What follows belongs to an exercise in optimizing a design on an open flow for small area; a production flow would make more cautious choices.
The RTL was checked by simulation tests, not by an equivalence proof against the original design.
No activity file was given, so power comes from the tool's default toggle rates.

==> design/flow/design.v <==
module rst_synch(clk, rst_n, RST_n);
  input RST_n, clk;
  output rst_n;
  reg ff1, ff2;
  always_ff @(negedge clk, negedge RST_n)
    if (!RST_n) begin
      ff1 <= 1'b0;
      ff2 <= 1'b0;
    end else begin
      ff1 <= 1'b1;
      ff2 <= ff1;
    end
  assign rst_n = ff2;
endmodule
module mtr_drv(clk, rst_n, lft_duty, rght_duty, DIRL, DIRR, PWML, PWMR);
  input clk, rst_n;
  input [11:0] lft_duty, rght_duty;
  output PWML, PWMR, DIRL, DIRR;
  reg [10:0] cnt;
  reg PWML, PWMR;
  assign DIRR = rght_duty[11];
  assign DIRL = lft_duty[11];
  wire [10:0] abs_rght = DIRR ? ~rght_duty[10:0] : rght_duty[10:0];
  wire [10:0] abs_lft  = DIRL ? ~lft_duty[10:0]  : lft_duty[10:0];
  wire [10:0] cnt_inc;
  wire lt_r, lt_l;
  inc #(11) iCNT(.a(cnt), .s(cnt_inc));
  ltu #(11) iLTR(.a(cnt), .b(abs_rght), .lt(lt_r));
  ltu #(11) iLTL(.a(cnt), .b(abs_lft), .lt(lt_l));
  always_ff @(posedge clk, negedge rst_n)
    if (!rst_n) begin
      cnt  <= 11'h000;
      PWMR <= 1'b0;
      PWML <= 1'b0;
    end else begin
      cnt  <= cnt_inc;
      PWMR <= lt_r;
      PWML <= lt_l;
    end
endmodule
module rca #(parameter W = 8) (input [W-1:0] a, input [W-1:0] b, input ci, output [W-1:0] s, output co);
  wire [W:0] c;
  assign c[0] = ci;
  genvar i;
  generate
    for (i = 0; i < W; i = i + 1) begin : bit_
      assign s[i] = a[i] ^ b[i] ^ c[i];
      assign c[i+1] = (a[i] & b[i]) | (a[i] & c[i]) | (b[i] & c[i]);
    end
  endgenerate
  assign co = c[W];
endmodule
module inc #(parameter W = 8) (input [W-1:0] a, output [W-1:0] s);
  wire [W:0] c;
  assign c[0] = 1'b1;
  genvar i;
  generate
    for (i = 0; i < W; i = i + 1) begin : bit_
      assign s[i] = a[i] ^ c[i];
      assign c[i+1] = a[i] & c[i];
    end
  endgenerate
endmodule
module ltu #(parameter W = 8) (input [W-1:0] a, input [W-1:0] b, output lt);
  wire [W:0] c;
  assign c[0] = 1'b0;
  genvar i;
  generate
    for (i = 0; i < W; i = i + 1) begin : bit_
      assign c[i+1] = (~a[i] & b[i]) | (~a[i] & c[i]) | (b[i] & c[i]);
    end
  endgenerate
  assign lt = c[W];
endmodule
module csa #(parameter W = 8) (input [W-1:0] a, input [W-1:0] b, input [W-1:0] c, output [W-1:0] s, output [W-1:0] cy);
  assign s = a ^ b ^ c;
  wire [W-1:0] m = (a & b) | (a & c) | (b & c);
  assign cy = {m[W-2:0], 1'b0};
endmodule
module IR_intf(clk, rst_n, MISO, SS_n, SCLK, MOSI, IR_en, line_present, error, err_vld);
  input clk, rst_n, MISO;
  output SS_n, SCLK, MOSI, IR_en;
  output reg line_present;
  output reg [15:0] error;
  output err_vld;
  localparam [2:0] IDLE = 3'd0, WAIT_TMR = 3'd1, SETTLE = 3'd2, START = 3'd3, CONV = 3'd4;
  reg [2:0] state;
  reg [13:0] tmr;		 
  reg [2:0] chnnl;
  reg [11:0] sh;		 
  reg flag;			 
  reg acc;			 
  reg [11:0] ring [0:6];
  wire s_idle   = (state == IDLE);
  wire s_wait   = (state == WAIT_TMR);
  wire s_settle = (state == SETTLE);
  wire s_start  = (state == START);
  wire s_conv   = (state == CONV);
  wire gap   = ~tmr[9] & ~tmr[8];
  wire xfer  = s_conv & ~gap;
  wire w2    = s_conv & gap & tmr[0] & ~tmr[11];	 
  wire cmplt = s_conv & gap & tmr[0] & tmr[11];	 
  wire last  = &chnnl;
  wire ir_vld = cmplt & last;
  wire smpl  = xfer & (tmr[4:0] == 5'b01111);
  assign SS_n = ~xfer;
  assign SCLK = ~xfer | tmr[4];
  assign MOSI = ((tmr[8:5] == 4'd2) & chnnl[2]) | ((tmr[8:5] == 4'd3) & chnnl[1]) | ((tmr[8:5] == 4'd4) & chnnl[0]);
  assign IR_en = s_settle | s_start | (s_conv & ~ir_vld);
  always_ff @(posedge clk, negedge rst_n)
    if (!rst_n)
      state <= IDLE;
    else case (state)
      IDLE:     state <= WAIT_TMR;
      WAIT_TMR: if (&tmr) state <= SETTLE;
      SETTLE:   if (&tmr[10:0]) state <= START;
      START:    state <= CONV;
      CONV:     if (cmplt) state <= last ? IDLE : START;
      default:  state <= IDLE;
    endcase
  wire [13:0] tmr_inc;
  inc #(14) iTMR(.a(tmr), .s(tmr_inc));
  always_ff @(posedge clk)
    if (s_idle)
      tmr <= 14'h0000;
    else if (s_start)
      tmr <= 14'h01F7;
    else if (w2)
      tmr <= 14'h05F7;
    else
      tmr <= tmr_inc;
  always_ff @(posedge clk)
    if (s_settle)
      chnnl <= 3'b000;
    else if (cmplt)
      chnnl <= {chnnl[2] ^ (chnnl[1] & chnnl[0]), chnnl[1] ^ chnnl[0], ~chnnl[0]};
  always_ff @(posedge clk)
    if (smpl)
      sh <= {sh[10:0], ~MISO};
  wire gt = (|sh[11:7]) | (sh[6] & (|sh[5:0]));
  always_ff @(posedge clk, negedge rst_n)
    if (!rst_n)
      flag <= 1'b0;
    else if (cmplt)
      flag <= gt | (flag & ~last);
  always_ff @(posedge clk, negedge rst_n)
    if (!rst_n)
      line_present <= 1'b0;
    else if (ir_vld)
      line_present <= flag;
  wire [2:0] selp = {tmr[3] ^ (tmr[2] & tmr[1]), tmr[2] ^ tmr[1], ~tmr[1]};
  wire [2:0] sel = s_idle ? 3'd0 : selp;
  wire en = acc & (s_idle | (s_wait & tmr[0]));
  assign err_vld = acc & s_wait & (tmr[3:1] == 3'b111);
  wire sub = sel[0];
  always_ff @(posedge clk, negedge rst_n)
    if (!rst_n)
      acc <= 1'b0;
    else if (ir_vld)
      acc <= 1'b1;
    else if (err_vld)
      acc <= 1'b0;
  wire wr = s_start & (chnnl != 3'd0);
  wire use_sh = wr | (acc & (sel == 3'd7));
  wire [11:0] x = use_sh ? sh : ring[0];
  always_ff @(posedge clk) begin
    ring[0] <= ring[1]; ring[1] <= ring[2]; ring[2] <= ring[3];
    ring[3] <= ring[4]; ring[4] <= ring[5]; ring[5] <= ring[6];
    ring[6] <= x;
  end
  reg [14:0] xs;
  always_comb
    case (sel[2:1])
      2'd0: xs = {3'b000, x};
      2'd1: xs = {2'b00, x, 1'b0};
      2'd2: xs = {1'b0, x, 2'b00};
      default: xs = {x, 3'b000};
    endcase
  wire [15:0] op = {1'b0, xs} ^ {16{sub}};
  wire [15:0] err_nxt;
  wire err_co;
  rca #(16) iACC(.a(error), .b(op), .ci(sub), .s(err_nxt), .co(err_co));
  always_ff @(posedge clk)
    if (ir_vld)
      error <= 16'h0000;
    else if (en)
      error <= err_nxt;
endmodule
module PID(lft_speed, rght_speed, moving, err_sat, err_vld, go, line_present, clk, rst_n);
	output [11:0] lft_speed;
	output [11:0] rght_speed;
	output wire moving;
	input [10:0] err_sat;	 
	input err_vld, go, line_present;
	input clk, rst_n;
	reg [4:0] frwrd;
	always_ff @(posedge clk)
		if (!go)
			frwrd <= 5'h00;
		else if (err_vld && ~&frwrd[4:3])
			frwrd <= frwrd_inc;
	wire [4:0] frwrd_inc;
	inc #(5) iFRW(.a(frwrd), .s(frwrd_inc));
	assign moving = frwrd[4] | frwrd[3] | (frwrd[2] & (frwrd[1] | frwrd[0]));
	reg [10:0] err_sat_flopped, prev_err;
	always_ff @(posedge clk)
		if (err_vld) begin
			err_sat_flopped <= err_sat;
			prev_err <= err_sat_flopped;
		end
	wire [10:0] D_diff;
	wire d_co;
	rca #(11) iDD(.a(err_sat), .b(~prev_err), .ci(1'b1), .s(D_diff), .co(d_co));
	wire [7:0] D_diff_sat = (!D_diff[10] && |D_diff[9:7]) ? 8'h7f :
	                        (D_diff[10] && ~&D_diff[9:7]) ? 8'h80 :
	                        D_diff[7:0];
	reg [15:0] integrator;
	reg prev_line;
	wire [15:0] ext_err_sat = {{5{err_sat[10]}}, err_sat};
	wire [15:0] temp_sum;
	wire i_co;
	rca #(16) iINT(.a(integrator), .b(ext_err_sat), .ci(1'b0), .s(temp_sum), .co(i_co));
	wire overflow = (ext_err_sat[15] == integrator[15]) && (ext_err_sat[15] != temp_sum[15]);
	wire res_sel = (~prev_line & line_present) | ~go | ~moving;
	always_ff @(posedge clk) begin
		prev_line <= line_present;
		if (res_sel)
			integrator <= 16'h0000;
		else if (err_vld && !overflow)
			integrator <= temp_sum;
	end
	wire [14:0] e15 = {{4{err_sat[10]}}, err_sat};
	wire [14:0] I_term = {{5{integrator[15]}}, integrator[15:6]};
	wire [14:0] u_s, u_c, u;
	wire u_co;
	csa #(15) iU1(.a({e15[12:0], 2'b00}), .b({e15[13:0], 1'b0}), .c(I_term), .s(u_s), .cy(u_c));
	rca #(15) iU2(.a(u_s), .b(u_c), .ci(1'b0), .s(u), .co(u_co));
	wire [11:0] d12 = {{4{D_diff_sat[7]}}, D_diff_sat};
	wire [11:0] v_s, v_c, PID_s;
	wire v_co;
	csa #(12) iV1(.a(u[14:3]), .b({d12[8:0], 3'b000}), .c(~d12), .s(v_s), .cy(v_c));
	rca #(12) iV2(.a(v_s), .b(v_c), .ci(1'b1), .s(PID_s), .co(v_co));
	reg [11:0] PID_q;
	always_ff @(posedge clk)
		PID_q <= PID_s;
	wire [11:0] PID = go ? PID_q : 12'h000;
	wire [11:0] F = {2'b00, frwrd, 5'b00000};
	wire [11:0] PIDm = moving ? PID : 12'h000;
	wire l_co, r_co;
	rca #(12) iL(.a(F), .b(PIDm), .ci(1'b0), .s(lft_speed), .co(l_co));
	rca #(12) iR(.a(F), .b(~PIDm), .ci(1'b1), .s(rght_speed), .co(r_co));
endmodule
module cmd_proc(clk,rst_n,BMPL_n,BMPR_n,go,err_opn_lp,line_present,buzz,RX);
input clk,rst_n,BMPL_n,BMPR_n,RX,line_present;
output logic go;
output logic buzz;
output logic [10:0] err_opn_lp;
reg [12:0] baud_cnt;
reg [3:0] bit_cnt;
reg [7:0] rx_data;
reg RX_meta, RX_stable, RX_prev;
reg rx_busy;
reg rx_rdy;
wire rx_start = ~rx_busy & ~RX_stable & RX_prev;
wire rx_shift = &baud_cnt;
wire rx_done = rx_busy & (bit_cnt == 4'h9);
always_ff @(posedge clk) begin
	RX_meta <= RX;
	RX_stable <= RX_meta;
	RX_prev <= RX_stable;
end
localparam [12:0] BAUD_SEED = 13'h1475;
always_ff @(posedge clk)
	if (rx_start | rx_shift)
		baud_cnt <= BAUD_SEED;
	else
		baud_cnt <= {baud_cnt[11:0], baud_cnt[12] ^ baud_cnt[11] ^ baud_cnt[10] ^ baud_cnt[7]};
always_ff @(posedge clk)
	if (rx_start)
		bit_cnt <= 4'h0;
	else if (rx_shift)
		bit_cnt <= {bit_cnt[3] ^ (&bit_cnt[2:0]), bit_cnt[2] ^ (&bit_cnt[1:0]), bit_cnt[1] ^ bit_cnt[0], ~bit_cnt[0]};
always_ff @(posedge clk)
	if (rx_shift & ~bit_cnt[3])
		rx_data <= {RX_stable, rx_data[7:1]};
always_ff @(posedge clk, negedge rst_n)
	if (!rst_n)
		rx_busy <= 1'b0;
	else if (rx_start)
		rx_busy <= 1'b1;
	else if (rx_done)
		rx_busy <= 1'b0;
always_ff @(posedge clk)
	rx_rdy <= rx_done;
reg [15:0] cmd;
reg byte2;
reg cmd_rdy;
logic cap_cmd;
always_ff @(posedge clk)
	if (rx_rdy)
		cmd <= {cmd[7:0], rx_data};
always_ff @(posedge clk, negedge rst_n)
	if (!rst_n)
		byte2 <= 1'b0;
	else if (rx_rdy)
		byte2 <= ~byte2;
always_ff @(posedge clk, negedge rst_n)
	if (!rst_n)
		cmd_rdy <= 1'b0;
	else if (cap_cmd)
		cmd_rdy <= 1'b0;
	else if (rx_rdy & byte2)
		cmd_rdy <= 1'b1;
localparam [2:0] IDLE = 3'd0, READY = 3'd1, VEER = 3'd2, LP1 = 3'd3, LP2 = 3'd4, RST_LP = 3'd5, BUZZ = 3'd6;
reg [2:0] state;
reg [15:0] cmd_shft_reg;
reg last_veer_right;
reg [20:0] tmr;
reg [14:0] buzz_cntr;
logic nxt_cmd, en_buzz, rst_tmr;
logic [2:0] next_state;
wire bump = ~BMPL_n | ~BMPR_n;
localparam [20:0] TMR_SEED1 = 21'h1530aa;
localparam [20:0] TMR_SEED2 = 21'h155400;
wire tmr_done = &tmr;
wire REV_tmr1 = tmr_done;
wire REV_tmr2 = tmr_done;
always_ff @(posedge clk)
	if (cap_cmd)
		cmd_shft_reg <= cmd;
	else if (nxt_cmd)
		cmd_shft_reg <= {2'b00, cmd_shft_reg[15:2]};
always_ff @(posedge clk, negedge rst_n)
	if (!rst_n)
		last_veer_right <= 1'b0;
	else if (nxt_cmd)
		last_veer_right <= cmd_shft_reg[0];
always_ff @(posedge clk)
	if (rst_tmr)
		tmr <= (state == LP1) ? TMR_SEED2 : TMR_SEED1;
	else
		tmr <= {tmr[19:0], tmr[20] ^ tmr[18]};
wire [14:0] buzz_c, buzz_nxt;
assign buzz_c[0] = en_buzz;
assign buzz_nxt[0] = buzz_cntr[0] ^ en_buzz;
genvar gi;
generate
	for (gi = 1; gi < 15; gi = gi + 1) begin : bz
		assign buzz_c[gi] = buzz_c[gi-1] & buzz_cntr[gi-1];
		assign buzz_nxt[gi] = buzz_cntr[gi] ^ buzz_c[gi];
	end
endgenerate
always_ff @(posedge clk, negedge rst_n)
	if (!rst_n)
		buzz_cntr <= 15'h0000;
	else
		buzz_cntr <= buzz_nxt;
assign buzz = buzz_cntr[14];
always_ff @(posedge clk, negedge rst_n)
	if (!rst_n)
		state <= IDLE;
	else
		state <= next_state;
always_comb begin
	next_state = state;
	nxt_cmd = 0;
	cap_cmd = 0;
	err_opn_lp = 11'h000;
	go = 0;
	rst_tmr = 0;
	en_buzz = 0;
	case (state)
	IDLE: if (cmd_rdy && line_present) begin
			next_state = READY;
			cap_cmd = 1;
			go = 1;
		end
	READY: begin
		rst_tmr = 1;
		if (line_present) begin
			if (bump) begin
				en_buzz = 1;
				next_state = BUZZ;
			end else
				go = 1;
		end else if (cmd_shft_reg[1:0] == 2'b11)
			next_state = LP1;
		else if (|cmd_shft_reg[1:0]) begin
			go = 1;
			next_state = VEER;
		end else
			next_state = IDLE;
	end
	VEER: begin
		go = 1;
		err_opn_lp = cmd_shft_reg[0] ? 11'h340 : 11'h4c0;
		if (line_present) begin
			nxt_cmd = 1;
			next_state = READY;
		end
	end
	LP1: if (!REV_tmr1) begin
			go = 1;
			err_opn_lp = last_veer_right ? 11'h1e0 : 11'h620;
		end else begin
			rst_tmr = 1;
			next_state = LP2;
		end
	LP2: begin
		go = 1;
		if (!REV_tmr2)
			err_opn_lp = last_veer_right ? 11'h480 : 11'h380;
		else
			next_state = RST_LP;
	end
	RST_LP: begin
		go = 1;
		if (line_present) begin
			nxt_cmd = 1;
			next_state = READY;
		end
	end
	BUZZ: if (bump)
			en_buzz = 1;
		else
			next_state = READY;
	default: next_state = IDLE;
	endcase
end
endmodule
module MazeRunner(clk,RST_n,SS_n,MOSI,MISO,SCLK,PWMR,PWML,
                  DIRR,DIRL,IR_EN,BMPL_n,BMPR_n,buzz,
				  buzz_n,RX,LED);
  input clk;		 
  input RST_n;		 
  output SS_n;		 
  output MOSI;		 
  output SCLK;		 
  input MISO;		 
  output PWMR;		 
  output PWML;		 
  output DIRR;		 
  output DIRL;		 
  output IR_EN;		 
  input BMPL_n;		 
  input BMPR_n;		 
  output buzz;		 
  output buzz_n;
  input RX;			 
  output [7:0] LED;	 
  wire rst_n;
  wire line_present, err_vld, go, moving;
  wire [15:0] err_raw;
  wire [10:0] err_opn_lp;
  wire [11:0] lft_spd, rght_spd;
  rst_synch iRST(.clk(clk), .RST_n(RST_n), .rst_n(rst_n));
  mtr_drv iDRV(.clk(clk), .rst_n(rst_n), .lft_duty(lft_spd), .rght_duty(rght_spd),
               .DIRL(DIRL), .DIRR(DIRR), .PWML(PWML), .PWMR(PWMR));
  IR_intf iINTF(.clk(clk), .rst_n(rst_n), .MISO(MISO), .SS_n(SS_n), .SCLK(SCLK), .MOSI(MOSI),
                .IR_en(IR_EN), .line_present(line_present), .error(err_raw), .err_vld(err_vld));
  cmd_proc iCMDPROC(.clk(clk), .rst_n(rst_n), .BMPL_n(BMPL_n), .BMPR_n(BMPR_n), .go(go),
                    .err_opn_lp(err_opn_lp), .line_present(line_present), .buzz(buzz), .RX(RX));
  assign buzz_n = ~buzz;
  wire [10:0] raw_sat = (!err_raw[15] && |err_raw[14:10]) ? 11'h3ff :
                        (err_raw[15] && ~&err_raw[14:10]) ? 11'h400 :
                        err_raw[10:0];
  wire [10:0] err_sat = line_present ? raw_sat : err_opn_lp;
  PID iPID(.clk(clk), .rst_n(rst_n), .lft_speed(lft_spd), .rght_speed(rght_spd), .moving(moving),
           .err_sat(err_sat), .err_vld(err_vld), .go(go), .line_present(line_present));
  assign LED = 8'h00;
endmodule
==> design/flow/flow/run.sh <==
#!/bin/bash
# Layout flow: the standard ORFS flow, with three changes:
#  - synthesis maps the logic with an area-oriented ABC script (flow/abc_area.script);
#    everything before and after ABC (and so every register) is as in the standard flow
#  - ports are buffered with sky130_fd_sc_hd__buf_1
#  - clock tree synthesis inserts no dummy loads
set -euo pipefail
W=$(pwd)
rm -rf "$W/scripts_area"
cp -r "$FLOW_HOME/scripts" "$W/scripts_area"
cp "$W/flow/abc_area.script" "$W/scripts_area/abc_area.script"
bash standard.sh \
  SCRIPTS_DIR="$W/scripts_area" \
  "BUFFER_PORTS_ARGS=-buffer_cell sky130_fd_sc_hd__buf_1" \
  "CTS_ARGS=-sink_clustering_enable -repair_clock_nets -sink_clustering_size 25 -sink_clustering_max_diameter 100 -buf_list sky130_fd_sc_hd__clkbuf_16 -dont_use_dummy_load" \
  finish > flow_make.log 2>&1
==> design/flow/flow/abc_area.script <==
strash
dch -f
amap
topo
stime -c
==> design/flow/standard.sh <==
#!/bin/bash
# synth_recipe.tcl (not shown) runs the flow's synth.tcl, then flattens the netlist and writes it again
# the make line also repeats each setting of config.mk as NAME=value (left out here)
make -C /OpenROAD-flow-scripts/flow DESIGN_CONFIG=/design/flow/config.mk WORK_HOME=/design/flow/orfs CLKGATE_MAP_FILE= SYNTH_SCRIPT=/design/flow/synth_recipe.tcl "${@:-finish}"
==> design/flow/config.mk <==
export PLATFORM = sky130hd
export DESIGN_NAME = MazeRunner
export DESIGN_NICKNAME = MazeRunner
export VERILOG_FILES = /design/flow/design.v
export SDC_FILE = /design/flow/constraint.sdc
export NUM_CORES = 4
export LEC_CHECK = 0
export ABC_AREA = 1
export CAP_MARGIN = 20
export CORE_MARGIN = 2
export CORE_UTILIZATION = 40
export CTS_BUF_LIST = sky130_fd_sc_hd__clkbuf_16
export CTS_CLUSTER_DIAMETER = 100
export CTS_CLUSTER_SIZE = 25
export PLACE_DENSITY = 0.6
export SLEW_MARGIN = 20
==> design/flow/constraint.sdc <==
create_clock -name core_clock -period 10.0 [get_ports {clk}]
set_input_delay 2.0000 -clock core_clock [delete_from_list [all_inputs] [get_ports {clk}]]
set_output_delay 2.0000 -clock core_clock [all_outputs]
set_load 0.01 [all_outputs]
==> impl_results.md, run 1 <==
- DR WL/cell: 13.8 um
- Fin crit period: 9.42 ns
- Cells on Worst Hold Path: 0
- Top area cells in the synthesized netlist: dfxtp_1 29%, edfxtp_1 17%, fa_1 12%
- Share of post-route cells with drive strength above 1: 0.0414
- Ant diodes: 0
- Non-Filler Instances: 1675
- Largest register FFs: 84
- H-tree levels: 1
- Core ar.: 32600 um^2
- P_leak: 5.38 nW
- Final Max Slew Viols: 0
- Leading cell types by count after synthesis: 193 x dfxtp_1, 175 x clkinv_1, 118 x nor2_1, 80 x fa_1, 74 x edfxtp_1
- First-pass GRT wire length: 39300 um
- Routability cong.: 0.818
- Die Ht: 186 um
- Synth Flop Type: dfxtp_1
- Post-route DRC: 0
- Worst hold-check path type: flip-flop to flip-flop
- Most common cell on crit path: fa_1
- Worst reg2reg path depth: 43
- Worst Tran Pin Value: 0.968 ns
- Num rows: 66
- Syn Std Cell Area: 13300 um^2
- CTS tree: yes
- Via density: 4.91
- Clock Skew: 0.0642 ns
- Post-route ant nets: 0
- NumNets Final: 1386
- Cells after synthesis: 1179
- Biggest register: iINTF.ring
- Hold Fails Final Rpt: 0
- Drt pass-1 iters: 5
- Startpoint Class: flip-flop
- Largest net degree at the start of global routing: 42
- Yosys Warn Count: 6
- Clock root cell: clkbuf_16
- Total clock sinks: 310
- Dpl ws: 0.0820 ns
- Length of routed wiring on met1: 11300 um
- Post-synth EDFFs: 74
- Overall Global Routing Usage: 0.139
- Worst ir drop on vdd: 124 uV
- Wire length on met2: 10500 um
- I/O pins: 24
- Tcrit/Tclk final: 0.942
- Largest area contributor in the netlist: dfxtp_1
- Count leader, synth: dfxtp_1
- CP Class: flip-flop to flip-flop
- Starting Density: 0.407
- Detailed Place HPWL: 17100 um
- Met3 wire length: 777 um
- Max-cap violations: 0
- Setup WS post-layout: 0.577 ns
- Initial antenna violation count: 0
- Die ar.: 34700 um^2
- Top sig layer: met4
- WL final: 23000 um
- Dpl cells: 1658
- Slew margin rel.: 0.353
- Area Growth Syn to Fin: 9.25%
- Total gr overflow: 0
- Crit-path max cell delay: 0.46 ns
- Vias in the first global route: 7981
- Syn Area/Cell: 11.3 um^2
- CP max FO: 6
- Vias: 8225
- Util after Layout: 0.445
- Post-synth ARST share: 0.139
- Pwr Total: 2.04 mW
- DRT iter0 DRCs: 356
- Seq/Total Area, Yosys: 0.539
- Peak Freq: 0.106 GHz
- CP max-delay cell: fa_1
- Unique masters post-synth: 47
- Finish-stage setup viols: 0
- Clk slew on worst S/H paths: 0.09 ns
- Largest registers: iINTF.ring (84), iCMDPROC.tmr (21)
- CTS Buf Count: 16
- Critical Path AT: 9.84 ns
- CP required: 10.42 ns
- #FFs+latches synth: 310
- Die span in x: 186 um
- Skew-Pair Late Insertion Delay: 0.52 ns
- Power Density: 140 nW/um^2
- Top cell type's share of synthesized area: 0.291
- Status: complete, no violations
- PortBufs: 15
- Clk buf depth: 3
- Crit. End Element: flip-flop
==> cells in the final DEF, fill, tap and decap left out, types with 3 or more instances in the layout <==
| master | netlist | layout |
|---|---|---|
| edfxtp_1 | 74 | 74 |
| nor2_1 | 118 | 117 |
| fa_1 | 80 | 80 |
| a21o_1 | 3 | 3 |
| o21a_1 | 3 | 3 |
| o21ai_0 | 41 | 37 |
| a21oi_1 | 65 | 64 |
| o21ai_1 | 0 | 3 |
| o22a_1 | 15 | 15 |
| clkbuf_16 | 0 | 16 |
| a22oi_1 | 4 | 4 |
| o22ai_1 | 34 | 34 |
| o221a_1 | 11 | 11 |
| buf_1 | 1 | 15 |
| buf_4 | 8 | 25 |
| nor4_1 | 4 | 4 |
| o21bai_1 | 4 | 4 |
| dfrtp_1 | 41 | 41 |
| nand2_1 | 59 | 59 |
| nand4_1 | 7 | 7 |
| a221oi_1 | 23 | 23 |
| a211oi_1 | 7 | 7 |
| or3_1 | 17 | 17 |
| a31oi_1 | 6 | 3 |
| conb_1 | 2 | 9 |
| o32ai_1 | 5 | 5 |
| nor3_1 | 25 | 24 |
| nor2b_1 | 19 | 19 |
| dfxtp_1 | 193 | 193 |
| or2_0 | 6 | 6 |
| ha_1 | 65 | 65 |
| clkinv_1 | 175 | 173 |
| o2111ai_1 | 10 | 10 |
| and3_1 | 7 | 7 |
| nand3b_1 | 3 | 3 |
| nand3_1 | 27 | 27 |
==> kinds of logic (layout without fill, tap and decap cells) <==
group | after synthesis | in the layout | share of synthesized area
adder cells (fa/ha/maj) | 145 | 145 | 0.182
AND/OR/NAND/NOR | 297 | 297 | 0.102
AO/OA/AOI/OAI | 241 | 241 | 0.121
buffers and inverters | 184 | 231 | 0.0543
flip-flops | 310 | 310 | 0.539
other | 2 | 9 | 0.000566
==> metrics by stage <==
step / setup TNS [ns] / cell area, um^2 / hold WS (ns)
2_1_floorplan: 0 / 13300 / 0.292
3_5_place_dp: 0 / 14000 / 0.298
6_report: 0 / 14500 / 0.296
5_1_grt: -0.00704 / 14500 / 0.312
3_3_place_gp: 0 / 14000 / 0.294
4_1_cts: 0 / 14400 / 0.298
==> layer usage <==
metal  vias to the layer above  GRT usage
met3                        26     0.0165
met5                         -          0
met4                         0     0.0328
met1                      3902      0.200
met2                       125      0.228
li1                       4172          -
==> worst paths after layout <==
path / startpoint / end / slack (ns)
max in group asynchronous: RST_n / iRST.ff2 / 3.71
setup reg to reg: iINTF.error[13] / iPID.PID_q[11] / 0.58
hold reg to reg: iRST.ff1 / iRST.ff2 / 0.30
hold / removal: iRST.ff1 / iRST.ff2 / 0.30
min in group asynchronous: iRST.ff2 / iCMDPROC.rx_busy / 5.36
setup / recovery: iINTF.error[13] / iPID.PID_q[11] / 0.58
==> final cells by class <==
cell class | count | area (um^2)
tap | 442 | 553
timing repair buffer | 40 | 244
inverter | 175 | 657
fill | 3046 | 18100
clock buffer | 16 | 400
sequential | 310 | 7160
multi-input combinational | 692 | 5490
==> worst max-delay path: cells and delay by family, from the launching register on <==
family                   cells  cell delay (ns)
AND/OR/NAND/NOR              6             0.81
flip-flops                   1             0.34
buffers and inverters        8             0.89
adder cells (fa/ha/maj)     19             5.95
AO/OA/AOI/OAI               10             1.32
==> power breakdown <==
group / switching (mW) / internal, mW / total (mW)
combinational: 0.0267 / 0.0237 / 0.0504
sequential: 0.0169 / 1.31 / 1.33
clock: 0.370 / 0.288 / 0.658
total: 0.414 / 1.62 / 2.04
==> what timing repair did <==
action                     in CTS  in global routing
buffers inserted                0                  1
hold buffers                    0                  0
gates resized for setup         0                 16
setup endpoints to repair       0                  3
==> inputs of run 2 (changes only) <==
--- a/design/flow/design.v
+++ b/design/flow/design.v
@@ -238,6 +238,6 @@
 	wire [11:0] d12 = {{4{D_diff_sat[7]}}, D_diff_sat};
-	wire [11:0] v_s, v_c, PID_s;
-	wire v_co;
-	csa #(12) iV1(.a(u[14:3]), .b({d12[8:0], 3'b000}), .c(~d12), .s(v_s), .cy(v_c));
-	rca #(12) iV2(.a(v_s), .b(v_c), .ci(1'b1), .s(PID_s), .co(v_co));
+	wire [11:0] d7, PID_s;
+	wire c1, c2;
+	rca #(12) iD7(.a({d12[8:0], 3'b000}), .b(~d12), .ci(1'b1), .s(d7), .co(c1));
+	rca #(12) iV2(.a(u[14:3]), .b(d7), .ci(1'b0), .s(PID_s), .co(c2));
 	reg [11:0] PID_q;
==> design/flow/flow/run.sh (replaced) <==
#!/bin/bash
# Layout flow: the standard ORFS flow, with these changes:
#  - synthesis: Yosys's synth skips its early "abc -fast" (-noabc), so the adders
#    written out in the RTL reach extract_fa intact, and the final ABC mapping uses
#    an area-oriented script (flow/abc_area.script). Registers are untouched by both.
#  - ports are buffered with sky130_fd_sc_hd__buf_1
#  - clock tree synthesis uses clusters of up to 30 sinks and inserts no dummy loads
set -euo pipefail
W=$(pwd)
rm -rf "$W/scripts_area"
cp -r "$FLOW_HOME/scripts" "$W/scripts_area"
cp "$W/flow/abc_area.script" "$W/scripts_area/abc_area.script"
sed 's/yosys synth -nofsm -noshare {\*}\$args/yosys synth -nofsm -noshare -noabc {*}$args/' \
  "$W/synth_recipe.tcl" > "$W/synth_recipe_noabc.tcl"
grep -q -- '-nofsm -noshare -noabc' "$W/synth_recipe_noabc.tcl"
bash standard.sh \
  SCRIPTS_DIR="$W/scripts_area" \
  SYNTH_SCRIPT="$W/synth_recipe_noabc.tcl" \
  "BUFFER_PORTS_ARGS=-buffer_cell sky130_fd_sc_hd__buf_1" \
  "CTS_ARGS=-sink_clustering_enable -repair_clock_nets -sink_clustering_size 30 -sink_clustering_max_diameter 100 -buf_list sky130_fd_sc_hd__clkbuf_16 -dont_use_dummy_load" \
  finish > flow_make.log 2>&1
==> design/flow/flow/abc_area.script (replaced) <==
strash
dch -f
amap
strash
dch -f
amap
topo
stime -c
==> design/flow/config.mk (replaced) <==
export PLATFORM = sky130hd
export DESIGN_NAME = MazeRunner
export DESIGN_NICKNAME = MazeRunner
export VERILOG_FILES = /design/flow/design.v
export SDC_FILE = /design/flow/constraint.sdc
export NUM_CORES = 4
export LEC_CHECK = 0
export ABC_AREA = 1
export CAP_MARGIN = 10
export CORE_MARGIN = 2
export CORE_UTILIZATION = 40
export PLACE_DENSITY = 0.6
export SLEW_MARGIN = 10
==> impl_results.md, run 2 <==
- Drt pass-1 iters: 7 (+2)
- Hold Crit Start: iRST.ff1
- Syn Std Cell Area: 13000 um^2 (-2.2%)
- Largest registers: iINTF.ring (84), iCMDPROC.tmr (21)
- Worst Tran Pin Value: 1.05 ns (+0.0862 ns)
- Clk buf depth: 3 (unchanged)
- Post-synth ARST share: 0.139 (unchanged)
- PortBufs: 15 (unchanged)
- CP max-delay cell: fa_2
- Initial antenna violation count: 0 (unchanged)
- Clock root cell: clkbuf_16
- CTS tree: yes
- Setup WS post-layout: 0.323 ns (-0.253 ns)
- Hold Fails Final Rpt: 0 (unchanged)
- Slew margin rel.: 0.295 (-0.0581)
- WP depth: 36 (-16%)
- Critical Path AT: 10.07 ns (+0.23 ns)
- Via density: 4.95 (+0.84%)
- Ant diodes: 0 (unchanged)
- Post-synth EDFFs: 74 (unchanged)
- Crit. End Element: flip-flop
- Unique masters post-synth: 46 (-2.1%)
- Total gr overflow: 0 (unchanged)
- Clk slew on worst S/H paths: 0.11 ns (+0.02 ns)
- WL final: 22000 um (-4.4%)
- Die Ht: 184 um (-1.1%)
- CP Launch Point: iINTF.error[12]
- Tcrit/Tclk final: 0.968 (+0.0253)
- Detailed Place HPWL: 16200 um (-5.2%)
- Clock Skew: 0.0664 ns (+0.00219 ns)
- Crit-path max cell delay: 0.41 ns (-0.05 ns)
- Core ar.: 31700 um^2 (-2.8%)
- Seq/Total Area, Yosys: 0.552 (+0.0122)
- Status: complete, no violations
- Total clock sinks: 310 (unchanged)
- Fillers: 2965 (-2.7%)
- Peak Freq: 0.103 GHz (-2.6%)
- CP required: 10.39 ns (-0.03 ns)
- Syn Area/Cell: 11.7 um^2 (+3.9%)
- DRT iter0 DRCs: 510 (+43%)
- Post-route DRC: 0 (unchanged)
- Worst hold-check path type: flip-flop to flip-flop
- Routability cong.: 0.823 (+0.71%)
- Dpl ws: -0.0647 ns (-0.147 ns)
- Final Max Slew Viols: 0 (unchanged)
- I/O pins: 24 (unchanged)
- Share of post-route cells with drive strength above 1: 0.0883 (+0.0469)
- Area Growth Syn to Fin: 10.1%
- Starting Density: 0.409 (+0.00229)
- Overall Global Routing Usage: 0.136 (-0.00316)
- #FFs+latches synth: 310 (unchanged)
- Critical path buffer and inverter count: 4 (-4)
- Fin crit period: 9.68 ns (+0.253 ns)
- NumNets Final: 1340 (-3.3%)
- CTS Buf Count: 14 (-2)
- FF-to-FF setup slack: 0.32 ns (-0.25 ns)
- Max-cap violations: 0 (unchanged)
- Top area cells in the synthesized netlist: dfxtp_1 30%, edfxtp_1 17%, fa_1 13%
- Power Density: 205 nW/um^2 (+46%)
- Non-Filler Instances: 1580 (-5.7%)
- Biggest register: iINTF.ring
- DR WL/cell: 13.9 um (+1.4%)
- Post-route ant nets: 0 (unchanged)
- Count leader, synth: dfxtp_1
- Family with the most delay on the worst path: adder cells
- Hold_ws: 0.318 ns (+0.0223 ns)
- P_leak: 5.77 nW (+7.2%)
- Leading cell types by count after synthesis: 193 x dfxtp_1, 140 x nor2_1, 120 x clkinv_1, 85 x fa_1, 74 x edfxtp_1
- Largest register FFs: 84 (unchanged)
- Reg-to-Reg End: iPID.PID_q[11]
- H-tree levels: 1 (unchanged)
- Largest net degree at the start of global routing: 42 (unchanged)
- Dpl cells: 1562 (-5.8%)
- Finish-stage setup viols: 0 (unchanged)
- Num rows: 65 (-1.5%)
- Largest area contributor in the netlist: dfxtp_1
- Die ar.: 33900 um^2 (-2.2%)
- CP Class: flip-flop to flip-flop
- Startpoint Class: flip-flop
- Worst setup path end: iPID.PID_q[11]
- Pwr Total: 2.93 mW (+44%)
- Skew-Pair Late Insertion Delay: 0.50 ns (-0.02 ns)
- First-pass GRT wire length: 38000 um (-3.3%)
- Vias in the first global route: 7803 (-2.2%)
- Synth Flop Type: dfxtp_1
- Most common cell on crit path: fa_2
- Most frequent cells in the layout: 188 x dfxtp_1, 138 x nor2_1, 111 x clkinv_1
- CTS Hold Bufs: 0 (unchanged)
- Worst reg2reg path depth: 36 (-16%)
- CP max FO: 4 (-2)
- Vias: 7824 (-4.9%)
- Yosys Warn Count: 6 (unchanged)
- Cells after synthesis: 1110 (-5.9%)
- Commonest non-fill, non-tap cell in the layout: dfxtp_1
- Worst ir drop on vdd: 148 uV (+19%)
- Top cell type's share of synthesized area: 0.298 (+0.00659)
- Worst r2r src: iINTF.error[12]
- Die span in x: 184 um (-1.1%)
[run 2: cell types whose count changed after synthesis, moves of 11 or more]
cell      change
clkinv_1     -55
o22ai_1      +35
nor2_1       +22
nand3_1      -18
a21oi_1      -17
a221oi_1     -17
o21ai_0      +16
a22o_1       +14
o22a_1       -14
nor3_1       -11
[run 2: area by class of cell]
cell class	count	area, um^2	area share
Multi-Input combinational cell	679	5460	0.382
Inverter	120	455	0.0319
Tap cell	402	503	0.0352
Clock buffer	14	350	0.0245
Sequential cell	310	7170	0.501
Timing Repair Buffer	55	360	0.0252
[run 2: timing repair]
action / 4_1_cts / 5_1_grt
setup buffers: 2 / 2
setup endpoints to repair: 2 / 2
pin swaps: 4 / 20
gates resized for setup: 3 / 16
[run 2: worst min path at each step]
stage,endpoint,slack [ns],depth (start not counted)
final,iRST.ff2,0.32,0
after global routing,iRST.ff2,0.33,0
after CTS,iRST.ff2,0.31,0
after detailed placement,iRST.ff2,0.31,0
after global placement,iRST.ff2,0.30,0
after floorplan,iRST.ff2,0.29,0
[run 2: power breakdown]
| part | switching [mW] | leakage [nW] | total, mW | internal, mW |
|---|---|---|---|---|
| clock | 0.358 | 0.173 | 0.612 | 0.254 |
| sequential | 0.0572 | 2.70 | 1.48 | 1.42 |
| combinational | 0.458 | 2.89 | 0.841 | 0.383 |
| total | 0.873 | 5.77 | 2.93 | 2.06 |
[run 2: metal layers]
layer / wire length [um] / track usage
met5: 0 / 0
met3: 561 / 0.0156
met2: 10300 / 0.227
met1: 10700 / 0.191
met4: 471 / 0.0333
[run 2: kinds of logic after synthesis]
kind of cell	synth area share
fa+ha+maj	0.198
compound gates	0.115
simple gates	0.0947
flops	0.552
other cells	0.000579
xor+xnor	0.000675
buf+inv	0.0393
[run 2: per-stage QoR]
step / setup TNS, ns / utilization / area (um^2)
after floorplan: -0.0450 / - / 13100
after global placement: 0 / 0.437 / 13900
after detailed placement: -0.0647 / 0.437 / 13900
after CTS: 0 / 0.449 / 14200
after global routing: -0.00821 / 0.451 / 14300
final: 0 / 0.451 / 14300
==> inputs of run 3 (changes only) <==
--- a/design/flow/flow/run.sh
+++ b/design/flow/flow/run.sh
@@ -6,2 +6,4 @@
 #  - ports are buffered with sky130_fd_sc_hd__buf_1
+#  - after synthesis, adder cells with an unused output are swapped for the smaller
+#    cell of the same function on the used output (flow/shrink_adders.py)
 #  - clock tree synthesis uses clusters of up to 30 sinks and inserts no dummy loads
@@ -15,7 +17,12 @@
 grep -q -- '-nofsm -noshare -noabc' "$W/synth_recipe_noabc.tcl"
-bash standard.sh \
-  SCRIPTS_DIR="$W/scripts_area" \
-  SYNTH_SCRIPT="$W/synth_recipe_noabc.tcl" \
-  "BUFFER_PORTS_ARGS=-buffer_cell sky130_fd_sc_hd__buf_1" \
-  "CTS_ARGS=-sink_clustering_enable -repair_clock_nets -sink_clustering_size 30 -sink_clustering_max_diameter 100 -buf_list sky130_fd_sc_hd__clkbuf_16 -dont_use_dummy_load" \
-  finish > flow_make.log 2>&1
+RES="$W/orfs/results/sky130hd/MazeRunner/base"
+ARGS=(
+  SCRIPTS_DIR="$W/scripts_area"
+  SYNTH_SCRIPT="$W/synth_recipe_noabc.tcl"
+  "BUFFER_PORTS_ARGS=-buffer_cell sky130_fd_sc_hd__buf_1"
+  "CTS_ARGS=-sink_clustering_enable -repair_clock_nets -sink_clustering_size 30 -sink_clustering_max_diameter 100 -buf_list sky130_fd_sc_hd__clkbuf_16 -dont_use_dummy_load"
+)
+bash standard.sh "${ARGS[@]}" "$RES/1_2_yosys.v" > synth_make.log 2>&1
+cp "$RES/1_2_yosys.v" "$W/1_2_yosys_before_shrink.v.txt"
+python3 "$W/flow/shrink_adders.py" "$RES/1_2_yosys.v" > shrink_adders.log 2>&1
+bash standard.sh "${ARGS[@]}" finish > flow_make.log 2>&1
==> design/flow/flow/shrink_adders.py (new file) <==
#!/usr/bin/env python3
"""Replace adder cells that have an unused output with a smaller cell of the
same function on the used output:
  fa_1 with SUM unused  -> maj3_1 (X = majority(A, B, CIN))
  ha_1 with COUT unused -> xor2_1 (X = A ^ B)
  ha_1 with SUM unused  -> and2_1 (X = A & B)
Usage: shrink_adders.py netlist.v  (rewrites the file in place)"""
import re, sys, collections

path = sys.argv[1]
text = open(path).read()
inst_re = re.compile(r'(sky130_fd_sc_hd__\w+)\s+(\\\S+\s|\S+)\s*\((.*?)\);', re.S)
pin_re = re.compile(r'\.(\w+)\(\s*(.*?)\s*\)(?=\s*[,)]|\s*$)', re.S)

def pins(body):
    return [(p, n.strip()) for p, n in pin_re.findall(body)]

OUTS = {'X', 'Y', 'Q', 'Q_N', 'SUM', 'COUT', 'HI', 'LO'}
uses = collections.Counter()
insts = list(inst_re.finditer(text))
for m in insts:
    for p, n in pins(m.group(3)):
        if p not in OUTS and n:
            uses[n] += 1
# nets read outside cell instances (assigns, ports)
rest = inst_re.sub('', text)
for stmt in re.findall(r'^\s*(?:assign|output)\b.*?;', rest, re.M | re.S):
    for tok in re.findall(r'(\\\S+|[A-Za-z_][\w$]*(?:\[\d+\])?)', stmt):
        uses[tok.strip()] += 1
    for tok in re.findall(r'output\s+(?:\[(\d+):(\d+)\]\s*)?(\w+)', stmt):
        hi, lo, nm = tok
        if hi:
            for i in range(int(lo), int(hi) + 1):
                uses['%s[%d]' % (nm, i)] += 1

def used(n):
    return bool(n) and uses[n] > 0

out = []
last = 0
counts = collections.Counter()
for m in insts:
    cell, name, body = m.group(1), m.group(2), m.group(3)
    pm = dict(pins(body))
    new = None
    if cell == 'sky130_fd_sc_hd__fa_1' and not used(pm.get('SUM', '')) and used(pm.get('COUT', '')):
        new = 'sky130_fd_sc_hd__maj3_1 %s (.A(%s), .B(%s), .C(%s), .X(%s));' % (name.strip(), pm['A'], pm['B'], pm['CIN'], pm['COUT'])
    elif cell == 'sky130_fd_sc_hd__ha_1' and not used(pm.get('COUT', '')) and used(pm.get('SUM', '')):
        new = 'sky130_fd_sc_hd__xor2_1 %s (.A(%s), .B(%s), .X(%s));' % (name.strip(), pm['A'], pm['B'], pm['SUM'])
    elif cell == 'sky130_fd_sc_hd__ha_1' and not used(pm.get('SUM', '')) and used(pm.get('COUT', '')):
        new = 'sky130_fd_sc_hd__and2_1 %s (.A(%s), .B(%s), .X(%s));' % (name.strip(), pm['A'], pm['B'], pm['COUT'])
    if new:
        # escaped identifiers need their terminating space
        new = re.sub(r'(\\\S+)(?=[),])', r'\1 ', new)
        out.append(text[last:m.start()]); out.append(new); last = m.end()
        counts[cell + ' -> ' + new.split()[0]] += 1
out.append(text[last:])
open(path, 'w').write(''.join(out))
for k, v in sorted(counts.items()):
    print('%4d  %s' % (v, k))
==> impl_results.md, run 3 <==
- Last flow stage reached: netlist read-in after synthesis (1_synth)
- Yosys Warn Count: 6 (unchanged)
- Err: [ERROR STA-0171] /design/flow/orfs/results/sky130hd/MazeRunner/base/1_2_yosys.v line 5407, syntax error
- Status: stopped before the end
==> inputs of run 4 (changes only) <==
--- a/design/flow/flow/shrink_adders.py
+++ b/design/flow/flow/shrink_adders.py
@@ -35,2 +35,6 @@
 
+def fmt(n):
+    # escaped identifiers need a terminating space
+    return n + ' ' if n.startswith('\\') else n
+
 def used(n):
@@ -46,10 +50,8 @@
     if cell == 'sky130_fd_sc_hd__fa_1' and not used(pm.get('SUM', '')) and used(pm.get('COUT', '')):
-        new = 'sky130_fd_sc_hd__maj3_1 %s (.A(%s), .B(%s), .C(%s), .X(%s));' % (name.strip(), pm['A'], pm['B'], pm['CIN'], pm['COUT'])
+        new = 'sky130_fd_sc_hd__maj3_1 %s (.A(%s), .B(%s), .C(%s), .X(%s));' % (fmt(name.strip()), fmt(pm['A']), fmt(pm['B']), fmt(pm['CIN']), fmt(pm['COUT']))
     elif cell == 'sky130_fd_sc_hd__ha_1' and not used(pm.get('COUT', '')) and used(pm.get('SUM', '')):
-        new = 'sky130_fd_sc_hd__xor2_1 %s (.A(%s), .B(%s), .X(%s));' % (name.strip(), pm['A'], pm['B'], pm['SUM'])
+        new = 'sky130_fd_sc_hd__xor2_1 %s (.A(%s), .B(%s), .X(%s));' % (fmt(name.strip()), fmt(pm['A']), fmt(pm['B']), fmt(pm['SUM']))
     elif cell == 'sky130_fd_sc_hd__ha_1' and not used(pm.get('SUM', '')) and used(pm.get('COUT', '')):
-        new = 'sky130_fd_sc_hd__and2_1 %s (.A(%s), .B(%s), .X(%s));' % (name.strip(), pm['A'], pm['B'], pm['COUT'])
+        new = 'sky130_fd_sc_hd__and2_1 %s (.A(%s), .B(%s), .X(%s));' % (fmt(name.strip()), fmt(pm['A']), fmt(pm['B']), fmt(pm['COUT']))
     if new:
-        # escaped identifiers need their terminating space
-        new = re.sub(r'(\\\S+)(?=[),])', r'\1 ', new)
         out.append(text[last:m.start()]); out.append(new); last = m.end()
==> impl_results.md, run 4 <==
- Status: complete, no violations
- CP max FO: 6
- RSZ-0062 raised after global routing: false
- Yosys Warn Count: 6 (unchanged)
- Largest area contributor in the netlist: dfxtp_1
- Sw frac: 0.297
- Post-route DRC: 0
- Gate power share: 0.286
- Total clock sinks: 310
- Routability cong.: 0.827
- Via density: 5.03
- Placed cell area: 13800 um^2
- Design Area, Final: 14300 um^2
- Clock root cell: clkbuf_16
- Largest register FFs: 84
- Vias: 7960
- Area Growth Syn to Fin: 10.5%
- Top cell type's share of synthesized area: 0.298
- CTS Buf Count: 14
- Count leader, synth: dfxtp_1
- Commonest non-fill, non-tap cell in the layout: dfxtp_1
- Sequential group share of total power: 0.505
- Worst ir drop on vdd: 154 uV
- Final Max Slew Viols: 0
- NumNets Final: 1329
- Die Ht: 184 um
- CP required: 10.41 ns
- First-pass GRT wire length: 37900 um
- Largest net degree at the start of global routing: 42
- Skew-Pair Late Insertion Delay: 0.51 ns
- H-tree levels: 1
- Tcrit/Tclk final: 0.954
- Worst hold-check path type: flip-flop to flip-flop
- Initial antenna violation count: 0
- Overall Global Routing Usage: 0.136
- Post-synth EDFFs: 74
- Vias in the first global route: 7894
- FF-to-FF setup slack: 0.46 ns
- Most common cell on crit path: fa_2
- Syn Area/Cell: 11.6 um^2
- Total gr overflow: 0
- CTS tree: yes
- Synth Flop Type: dfxtp_1
- Internal power: 2.06 mW
- Die span in x: 184 um
- Yosys Chip Area: 13000 um^2
- Cells after synthesis: 1110
- P_leak: 5.70 nW
- Pwr Total: 2.93 mW
- Clk buf depth: 3
- Seq/Total Area, Yosys: 0.552
- Most frequent cells in the layout: 188 x dfxtp_1, 136 x nor2_1, 114 x clkinv_1
- Max-cap violations: 0
- Util after Layout: 0.451
- DR WL/cell: 13.9 um
- Startpoint Class: flip-flop
- Fillers: 2961
- Power Density: 206 nW/um^2
- Share of post-route cells with drive strength above 1: 0.0914
- Top area cells in the synthesized netlist: dfxtp_1 30%, edfxtp_1 17%, fa_1 13%
- Net switching power: 0.871 mW
- Drt pass-1 iters: 7
- Detailed Place HPWL: 16100 um
- Hold Fails Final Rpt: 0
- CP max-delay cell: fa_2
- Dpl cells: 1564
- Clk pwr share: 0.209
- Clk slew on worst S/H paths: 0.11 ns
- Core ar.: 31600 um^2
- #FFs+latches synth: 310
- PortBufs: 15
- CP Class: flip-flop to flip-flop
- Die ar.: 33700 um^2
- Crit. End Element: flip-flop
- Post-synth ARST share: 0.139
- DRT iter0 DRCs: 455
- Ant diodes: 0
- I/O pins: 24
- Largest registers: iINTF.ring (84), iCMDPROC.tmr (21)
- Crit-path max cell delay: 0.57 ns
- Leading cell types by count after synthesis: 193 x dfxtp_1, 140 x nor2_1, 120 x clkinv_1, 85 x fa_1, 74 x edfxtp_1
- Fin crit period: 9.54 ns
- Worst Tran Pin Value: 1.04 ns
- Num rows: 65
- Critical Path AT: 9.95 ns
- Unique masters post-synth: 46
- Slew margin rel.: 0.307
- Non-Filler Instances: 1583
- Syn Std Cell Area: 12900 um^2
- Clock Skew: 0.0598 ns
- Starting Density: 0.408
- Peak Freq: 0.105 GHz
- Finish-stage setup viols: 0
- Biggest register: iINTF.ring
- Post-route ant nets: 0
- WL final: 22000 um
run 4: cell families (layout without fill, tap and decap cells):
kind of cell,Yosys count,count (layout),synth area share
XOR/XNOR,1,4,0.000675
flip-flops,310,310,0.552
other,2,9,0.000579
adder cells (fa/ha/maj),154,140,0.198
AO/OA/AOI/OAI,238,238,0.115
buffers and inverters,128,192,0.0393
AND/OR/NAND/NOR,277,288,0.0947
run 4: power by group through the flow:
| stage | Combinational (mW) | Sequential, mW | Clock [mW] |
|---|---|---|---|
| after CTS | 0.849 | 1.48 | 0.645 |
| final | 0.838 | 1.48 | 0.613 |
| after global placement | 0.792 | 1.51 | 0 |
| after floorplan | 0.616 | 1.49 | 0 |
| after detailed placement | 0.833 | 1.51 | 0 |
| after global routing | 0.995 | 1.50 | 0.683 |
run 4: repair_timing:
action | 4_1_cts | 5_1_grt
endpoints found under the hold margin | 0 | 0
setup endpoints to repair | 2 | 2
pin swaps | 3 | 19
gates resized for setup | 4 | 14
buffers inserted | 5 | 0
hold buffers | 0 | 0
run 4: critical path: cells and delay by family, from the launching register on:
| family | cells | cell delay [ns] |
|---|---|---|
| fa+ha+maj | 21 | 7.56 |
| compound gates | 5 | 0.64 |
| buf+inv | 6 | 0.55 |
| flops | 1 | 0.36 |
| simple gates | 4 | 0.36 |
run 4: per-stage QoR:
step	setup WS, ns	setup TNS (ns)	hold WS (ns)
6_report	0.462	0	0.309
5_1_grt	0.0678	0	0.316
4_1_cts	0.00784	0	0.313
3_5_place_dp	-0.0733	-0.0733	0.312
3_3_place_gp	0.0723	0	0.303
2_1_floorplan	-0.0484	-0.0484	0.292
run 4: area by class of cell:
cell class | count | area (um^2) | area share
well taps | 402 | 503 | 0.0353
inverters | 120 | 455 | 0.0319
flip-flops and latches | 310 | 7170 | 0.503
clock buffers | 14 | 350 | 0.0246
repair buffers | 58 | 379 | 0.0266
multi-input cells | 679 | 5400 | 0.379
run 4: layer usage:
layer | part of all wire | vias to the layer above | wire length (um) | track usage
met2 | 0.46 | 105 | 10200 | 0.228
met4 | 0.020 | 0 | 434 | 0.0339
met3 | 0.029 | 33 | 640 | 0.0186
met1 | 0.49 | 3826 | 10700 | 0.186
met5 | 0 | - | 0 | 0
li1 | - | 3996 | - | -
run 4: path summary, 6_finish.rpt:
path / endpoint / cells past startpoint / start
max: iPID.PID_q[10] / 36 / iINTF.error[13]
min: iRST.ff2 / 0 / iRST.ff1
max reg2reg: iPID.PID_q[10] / 36 / iINTF.error[13]
min reg2reg: iRST.ff2 / 0 / iRST.ff1
max in group asynchronous: iRST.ff1 / 1 / RST_n
min in group asynchronous: iINTF.flag / 1 / iRST.ff2
==> inputs of run 5 (changes only) <==
--- a/design/flow/design.v
+++ b/design/flow/design.v
@@ -327,7 +327,6 @@
 wire REV_tmr2 = tmr_done;
+wire csr_hold = ~cap_cmd & ~nxt_cmd;
+wire csr_shft = ~cap_cmd & nxt_cmd;
 always_ff @(posedge clk)
-	if (cap_cmd)
-		cmd_shft_reg <= cmd;
-	else if (nxt_cmd)
-		cmd_shft_reg <= {2'b00, cmd_shft_reg[15:2]};
+	cmd_shft_reg <= ({16{cap_cmd}} & cmd) | ({16{csr_shft}} & {2'b00, cmd_shft_reg[15:2]}) | ({16{csr_hold}} & cmd_shft_reg);
 always_ff @(posedge clk, negedge rst_n)
==> impl_results.md, run 5 <==
- CP Class: flip-flop to flip-flop
- Fillers: 2899 (-2.1%)
- Top cell type's share of synthesized area: 0.322 (+0.0244)
- Vias in the first global route: 7775 (-1.5%)
- Compound-Gate Fraction of Synth Area: 0.118 (+0.00289)
- H-tree levels: 1 (unchanged)
- Largest net degree at the start of global routing: 42 (unchanged)
- Synth Area in XOR/XNOR: 0 (-0.000675)
- CP Launch Point: iINTF.error[10]
- Largest family of logic cells by synthesized area: adder cells
- Skew-Pair Late Insertion Delay: 0.51 ns (about the same)
- Post-synth ARST share: 0.139 (unchanged)
- Vias: 8055 (+1.2%)
- Worst r2r src: iINTF.error[10]
- Met3 usage: 0.0188 (+0.000198)
- RSZ-0062 raised after global routing: false
- Syn Area/Cell: 11.2 um^2 (-3.6%)
- I/O pins: 24 (unchanged)
- Worst Tran Pin Value: 0.960 ns (-0.0749 ns)
- Post-route ant nets: 0 (unchanged)
- Total clock sinks: 310 (unchanged)
- Die ar.: 33700 um^2 (about the same)
- Tcrit/Tclk final: 0.963 (+0.00918)
- WL final: 22200 um (+0.77%)
- Worst hold-check path type: flip-flop to flip-flop
- #FFs+latches synth: 310 (unchanged)
- Largest registers: iINTF.ring (84), iCMDPROC.tmr (21)
- Seq/Total Area, Yosys: 0.539 (-0.0128)
- Startpoint Class: flip-flop
- Leading cell types by count after synthesis: 209 x dfxtp_1, 135 x clkinv_1, 130 x nor2_1, 93 x nand2_1, 85 x fa_1
- Met2 usage in global routing: 0.225 (-0.00347)
- Most frequent cells in the layout: 205 x dfxtp_1, 127 x clkinv_1, 126 x nor2_1
- Die Ht: 184 um (about the same)
- Clk buf depth: 3 (unchanged)
- DRT iter0 DRCs: 399 (-12%)
- Via density: 4.94 (-1.8%)
- Hold Fails Final Rpt: 0 (unchanged)
- Starting Density: 0.408 (about the same)
- GRT met1 Usage: 0.186 (-0.000790)
- CP required: 10.44 ns (+0.03 ns)
- Peak Freq: 0.104 GHz (-0.95%)
- Max-cap violations: 0 (unchanged)
- Ant diodes: 0 (unchanged)
- Die span in x: 184 um (about the same)
- Synth Flop Type: dfxtp_1
- Top Usage Layer GRT: met2
- Dpl cells: 1611 (+3.0%)
- P_leak: 5.68 nW (-0.20%)
- Critical Path AT: 10.07 ns (+0.12 ns)
- Total gr overflow: 0 (unchanged)
- CTS tree: yes
- CP max FO: 3 (-3)
- CTS Hold Bufs: 0 (unchanged)
- Simple-gate share of the synthesized area: 0.101 (+0.00647)
- Biggest register: iINTF.ring
- Clock root cell: clkbuf_16
- Hold Crit Start: iRST.ff1
- Most common cell on crit path: fa_2
- CTS Buf Count: 14 (unchanged)
- PortBufs: 15 (unchanged)
- Adder-cell share of the synthesized area: 0.197 (about the same)
- Syn Std Cell Area: 12900 um^2 (about the same)
- Slew margin rel.: 0.357 (+0.0497)
- Detailed Place HPWL: 16400 um (+1.9%)
- Post-synth EDFFs: 58 (-22%)
- Num rows: 65 (unchanged)
- Clk slew on worst S/H paths: 0.12 ns (about the same)
- Placed cell area: 13900 um^2 (+0.49%)
- Status: complete, no violations
- DR WL/cell: 13.6 um (-2.2%)
- Clock Skew: 0.0630 ns (+0.00325 ns)
- Initial antenna violation count: 0 (unchanged)
- Area Growth Syn to Fin: 10.8%
- Top area cells in the synthesized netlist: dfxtp_1 32%, edfxtp_1 13%, fa_1 13%
- Share of post-route cells with drive strength above 1: 0.0944 (+0.00294)
- Non-Filler Instances: 1631 (+3.0%)
- Commonest non-fill, non-tap cell in the layout: dfxtp_1
- Post-route DRC: 0 (unchanged)
- First-pass GRT wire length: 37500 um (-0.98%)
- Crit. End Element: flip-flop
- NumNets Final: 1377 (+3.6%)
- Largest register FFs: 84 (unchanged)
- Power Density: 141 nW/um^2 (-31%)
- CP max-delay cell: fa_1
- Unique masters post-synth: 47 (+2.2%)
- Cells after synthesis: 1152 (+3.8%)
- Final Max Slew Viols: 0 (unchanged)
- Count leader, synth: dfxtp_1
- Yosys Chip Area: 13000 um^2 (about the same)
- Overall Global Routing Usage: 0.134 (-0.00183)
- Core ar.: 31600 um^2 (unchanged)
- Finish-stage setup viols: 0 (unchanged)
- Mux share of post-synthesis cell area: 0 (unchanged)
- Fin crit period: 9.63 ns (+0.0918 ns)
- Drt pass-1 iters: 6 (-1)
- Yosys Warn Count: 6 (unchanged)
- Crit-path max cell delay: 0.55 ns (-0.02 ns)
- Design Area, Final: 14300 um^2 (+0.36%)
- Routability cong.: 0.838 (+1.4%)
- Worst ir drop on vdd: 161 uV (+4.6%)
- Largest area contributor in the netlist: dfxtp_1
[run 5: changes by cell type after synthesis, moves of 13 or more]
cell	change
clkinv_1	+15
nand2_1	+42
a21oi_1	+13
o22ai_1	-23
dfxtp_1	+16
edfxtp_1	-16
[run 5: where the power goes]
group	switching, mW	internal (mW)
logic	0.0343	0.0278
clock network	0.363	0.254
registers	0.0259	1.31
total	0.423	1.59
[run 5: final cells by class]
type,instances,area [um^2],area share
well taps,402,503,0.0352
clock buffers,14,350,0.0245
inverters,135,512,0.0358
flip-flops and latches,310,7010,0.490
repair buffers,64,424,0.0296
multi-input cells,706,5510,0.385
[run 5: final timing paths]
kind / end / slack, ns / depth (start not counted)
worst min register to register: iRST.ff2 / 0.30 / 0
max in group asynchronous: iRST.ff1 / 3.68 / 1
worst max-delay path: iPID.PID_q[10] / 0.37 / 34
worst min-delay path: iRST.ff2 / 0.30 / 0
worst max register to register: iPID.PID_q[10] / 0.37 / 34
min in group asynchronous: iINTF.acc / 5.38 / 1
[run 5: stage by stage]
stage	power (mW)	hold slack, ns	util	setup TNS (ns)	setup WS [ns]
after floorplan	1.41	0.292	-	-0.0700	-0.0700
after global placement	1.43	0.295	0.439	-0.0694	-0.0694
after detailed placement	1.43	0.296	0.439	-0.394	-0.248
after CTS	2.05	0.297	0.451	0	0.000675
after global routing	2.11	0.301	0.452	0	0.00214
final	2.02	0.296	0.452	0	0.370
[run 5: worst max-delay path, delay by kind of cell, from the launching register on]
kind	cells	cell delay, ns
buffers and inverters	4	0.38
DFF	1	0.35
adders and majority gates	21	7.66
and+or+nand+nor	4	0.58
AOI/OAI and AO/OA	5	0.59
[run 5: what timing repair did]
| action | CTS | global route |
|---|---|---|
| setup endpoints to repair | 2 | 2 |
| gates resized for setup | 3 | 15 |
| pin swaps | 4 | 27 |
| setup buffers | 5 | 1 |
[run 5: logic make-up (layout without fill, tap and decap cells)]
group,after synthesis,count (layout)
compound gates,241,241
simple gates,302,313
xor+xnor,0,3
buf+inv,143,213
fa+ha+maj,154,140
other cells,2,9
flops,310,310
[run 5: routing by layer]
metal | up-vias | wire, um
met5 | - | 0
met4 | 0 | 386
met3 | 26 | 790
met2 | 111 | 10200
met1 | 3800 | 10800
li1 | 4118 | -
==> inputs of run 6 (changes only) <==
--- a/design/flow/flow/run.sh
+++ b/design/flow/flow/run.sh
@@ -20,3 +20,3 @@
   SCRIPTS_DIR="$W/scripts_area"
-  SYNTH_SCRIPT="$W/synth_recipe_noabc.tcl"
+  SYNTH_SCRIPT="$W/synth_recipe.tcl"
   "BUFFER_PORTS_ARGS=-buffer_cell sky130_fd_sc_hd__buf_1"
==> impl_results.md, run 6 <==
- Routability cong.: 0.809 (-3.4%)
- Peak Freq: 0.105 GHz (+0.96%)
- Core ar.: 32300 um^2 (+2.1%)
- Clk pwr share: 0.313 (+0.007)
- Largest area contributor in the netlist: dfxtp_1
- Post-synth ARST share: 0.139 (unchanged)
- Via density: 4.73 (-4.2%)
- Die ar.: 34100 um^2 (+0.98%)
- Worst reg2reg path depth: 38 (+12%)
- Syn Std Cell Area: 13000 um^2 (+1.0%)
- Syn Area/Cell: 10.9 um^2 (-3.0%)
- Total gr overflow: 0 (unchanged)
- Finish-stage setup viols: 0 (unchanged)
- Yosys Warn Count: 6 (unchanged)
- DRT iter0 DRCs: 383 (-4.0%)
- Most common cell on crit path: fa_1
- Vias: 8055 (unchanged)
- Top cell type's share of synthesized area: 0.320 (-0.00194)
- Non-Filler Instances: 1702 (+4.4%)
- CP max-delay cell: fa_1
- Sequential group share of total power: 0.668 (+0.004)
- Clk buf depth: 3 (unchanged)
- P_leak: 5.48 nW (-3.5%)
- Initial antenna violation count: 0 (unchanged)
- Starting Density: 0.404 (-0.00421)
- Post-route DRC: 0 (unchanged)
- Commonest non-fill, non-tap cell in the layout: dfxtp_1
- Vias in the first global route: 7893 (+1.5%)
- DR WL/cell: 12.8 um (-5.6%)
- Slew margin rel.: 0.245 (-0.112)
- Skew-Pair Late Insertion Delay: 0.52 ns (about the same)
- Die span in x: 185 um (+0.49%)
- Gate power share: 0.019 (-0.012)
- PortBufs: 15 (unchanged)
- Leading cell types by count after synthesis: 209 x dfxtp_1, 185 x clkinv_1, 146 x nor2_1, 81 x fa_1, 78 x nand2_1
- CP max FO: 4 (+1)
- Count leader, synth: dfxtp_1
- Unique masters post-synth: 44 (-6.4%)
- Cells after synthesis: 1199 (+4.1%)
- Worst hold-check path type: flip-flop to flip-flop
- CTS tree: yes
- Worst Tran Pin Value: 1.13 ns (+0.169 ns)
- Critical path buffer and inverter count: 4 (unchanged)
- Startpoint Class: flip-flop
- Crit. End Element: flip-flop
- Biggest register: iINTF.ring
- CP Class: flip-flop to flip-flop
- Final Max Slew Viols: 0 (unchanged)
- NumNets Final: 1407 (+2.2%)
- Seq/Total Area, Yosys: 0.536 (-0.00325)
- Crit-path max cell delay: 0.43 ns (-0.12 ns)
- Clock Skew: 0.0682 ns (+0.00518 ns)
- First-pass GRT wire length: 37700 um (+0.46%)
- Ant diodes: 0 (unchanged)
- I/O pins: 24 (unchanged)
- Largest register FFs: 84 (unchanged)
- Post-route ant nets: 0 (unchanged)
- Dpl cells: 1686 (+4.7%)
- #FFs+latches synth: 310 (unchanged)
- CTS Buf Count: 14 (unchanged)
- Area Growth Syn to Fin: 9.71%
- Fin crit period: 9.54 ns (-0.0913 ns)
- H-tree levels: 1 (unchanged)
- Overall Global Routing Usage: 0.134 (-0.000517)
- WL final: 21800 um (-1.5%)
- Tcrit/Tclk final: 0.954 (-0.00913)
- Post-synth EDFFs: 58 (unchanged)
- Largest registers: iINTF.ring (84), iCMDPROC.tmr (21)
- Num rows: 66 (+1.5%)
- Family with the most delay on the worst path: adder cells
- Worst ir drop on vdd: 147 uV (-8.7%)
- Power Density: 138 nW/um^2 (-2.4%)
- Share of post-route cells with drive strength above 1: 0.0532 (-0.0412)
- Hold Fails Final Rpt: 0 (unchanged)
- Top area cells in the synthesized netlist: dfxtp_1 32%, edfxtp_1 13%, fa_1 12%
- WP depth: 38 (+12%)
- Net switching power: 0.397 mW (-6.1%)
- Synth Flop Type: dfxtp_1
- Max-cap violations: 0 (unchanged)
- Status: complete, no violations
- Cells on Worst Hold Path: 0 (unchanged)
- Critical Path AT: 9.99 ns (-0.08 ns)
- Largest net degree at the start of global routing: 42 (unchanged)
- Detailed Place HPWL: 16100 um (-1.6%)
- Die Ht: 185 um (+0.49%)
- Clk slew on worst S/H paths: 0.11 ns (about the same)
- Total clock sinks: 310 (unchanged)
- Most frequent cells in the layout: 209 x dfxtp_1, 183 x clkinv_1, 145 x nor2_1
- Clock root cell: clkbuf_16
- Yosys Chip Area: 13100 um^2 (+0.61%)
- CP required: 10.45 ns (about the same)
- Sw frac: 0.202 (-0.00804)
- Util after Layout: 0.443 (-0.00913)
- Drt pass-1 iters: 5 (-1)
- Internal power: 1.57 mW (-1.4%)
## run 6: layout make-up
class	instances	area, um^2
clock buffers	14	350
inverters	185	696
fillers	3035	18000
flip-flops and latches	310	7000
repair buffers	49	312
well taps	442	553
multi-input cells	702	5400
## run 6: per-stage QoR
step	hold WS (ns)	worst slack (ns)	total power, mW	TNS [ns]	instance area [um^2]
6_report	0.305	0.461	1.97	0	14300
4_1_cts	0.309	0.0149	2.00	0	14200
2_1_floorplan	0.292	0.0272	1.37	0	13100
5_1_grt	0.309	-0.00637	2.05	-0.00637	14300
3_3_place_gp	0.303	0.0494	1.38	0	13900
3_5_place_dp	0.309	-0.174	1.38	-0.260	13900
## run 6: cells by family (layout without fill, tap and decap cells)
| logic type | after synthesis | after routing | synth area share |
|---|---|---|---|
| AND/OR/NAND/NOR | 300 | 304 | 0.0989 |
| adder cells (fa/ha/maj) | 144 | 139 | 0.184 |
| XOR/XNOR | 0 | 1 | 0 |
| flip-flops | 310 | 310 | 0.536 |
| buffers and inverters | 194 | 248 | 0.0580 |
| other | 2 | 9 | 0.000575 |
| AO/OA/AOI/OAI | 249 | 249 | 0.123 |
## run 6: power groups by stage
stage | logic [mW] | clock network, mW | registers, mW
after global routing | 0.0446 | 0.686 | 1.32
after floorplan | 0.0321 | 0 | 1.34
final | 0.0374 | 0.616 | 1.32
after detailed placement | 0.0385 | 0 | 1.34
after global placement | 0.0377 | 0 | 1.34
after CTS | 0.0386 | 0.649 | 1.32
## run 6: repair_timing
| item | in CTS | in global routing |
|---|---|---|
| gates resized for setup | 7 | 16 |
| pin swaps | 2 | 5 |
| hold buffers | 0 | 0 |
| buffers inserted | 0 | 2 |
| endpoints found under the setup margin | 2 | 3 |
## run 6: layer usage
metal	track usage	share of wire	wire (um)	vias to the layer above
met5	0	0	0	-
met4	0.0304	0.021	452	0
met3	0.0176	0.026	560	28
met2	0.225	0.46	10100	87
met1	0.183	0.49	10700	3788
li1	-	-	-	4152
## run 6: final timing paths
path / end / startpoint / slack, ns
worst max-delay path: iPID.PID_q[11] / iINTF.error[11] / 0.46
worst min-delay path: iRST.ff2 / iRST.ff1 / 0.30
worst max register to register: iPID.PID_q[11] / iINTF.error[11] / 0.46
worst min register to register: iRST.ff2 / iRST.ff1 / 0.30
max in group asynchronous: iRST.ff1 / RST_n / 3.66
min in group asynchronous: iCMDPROC.buzz_cntr[1] / iRST.ff2 / 5.35
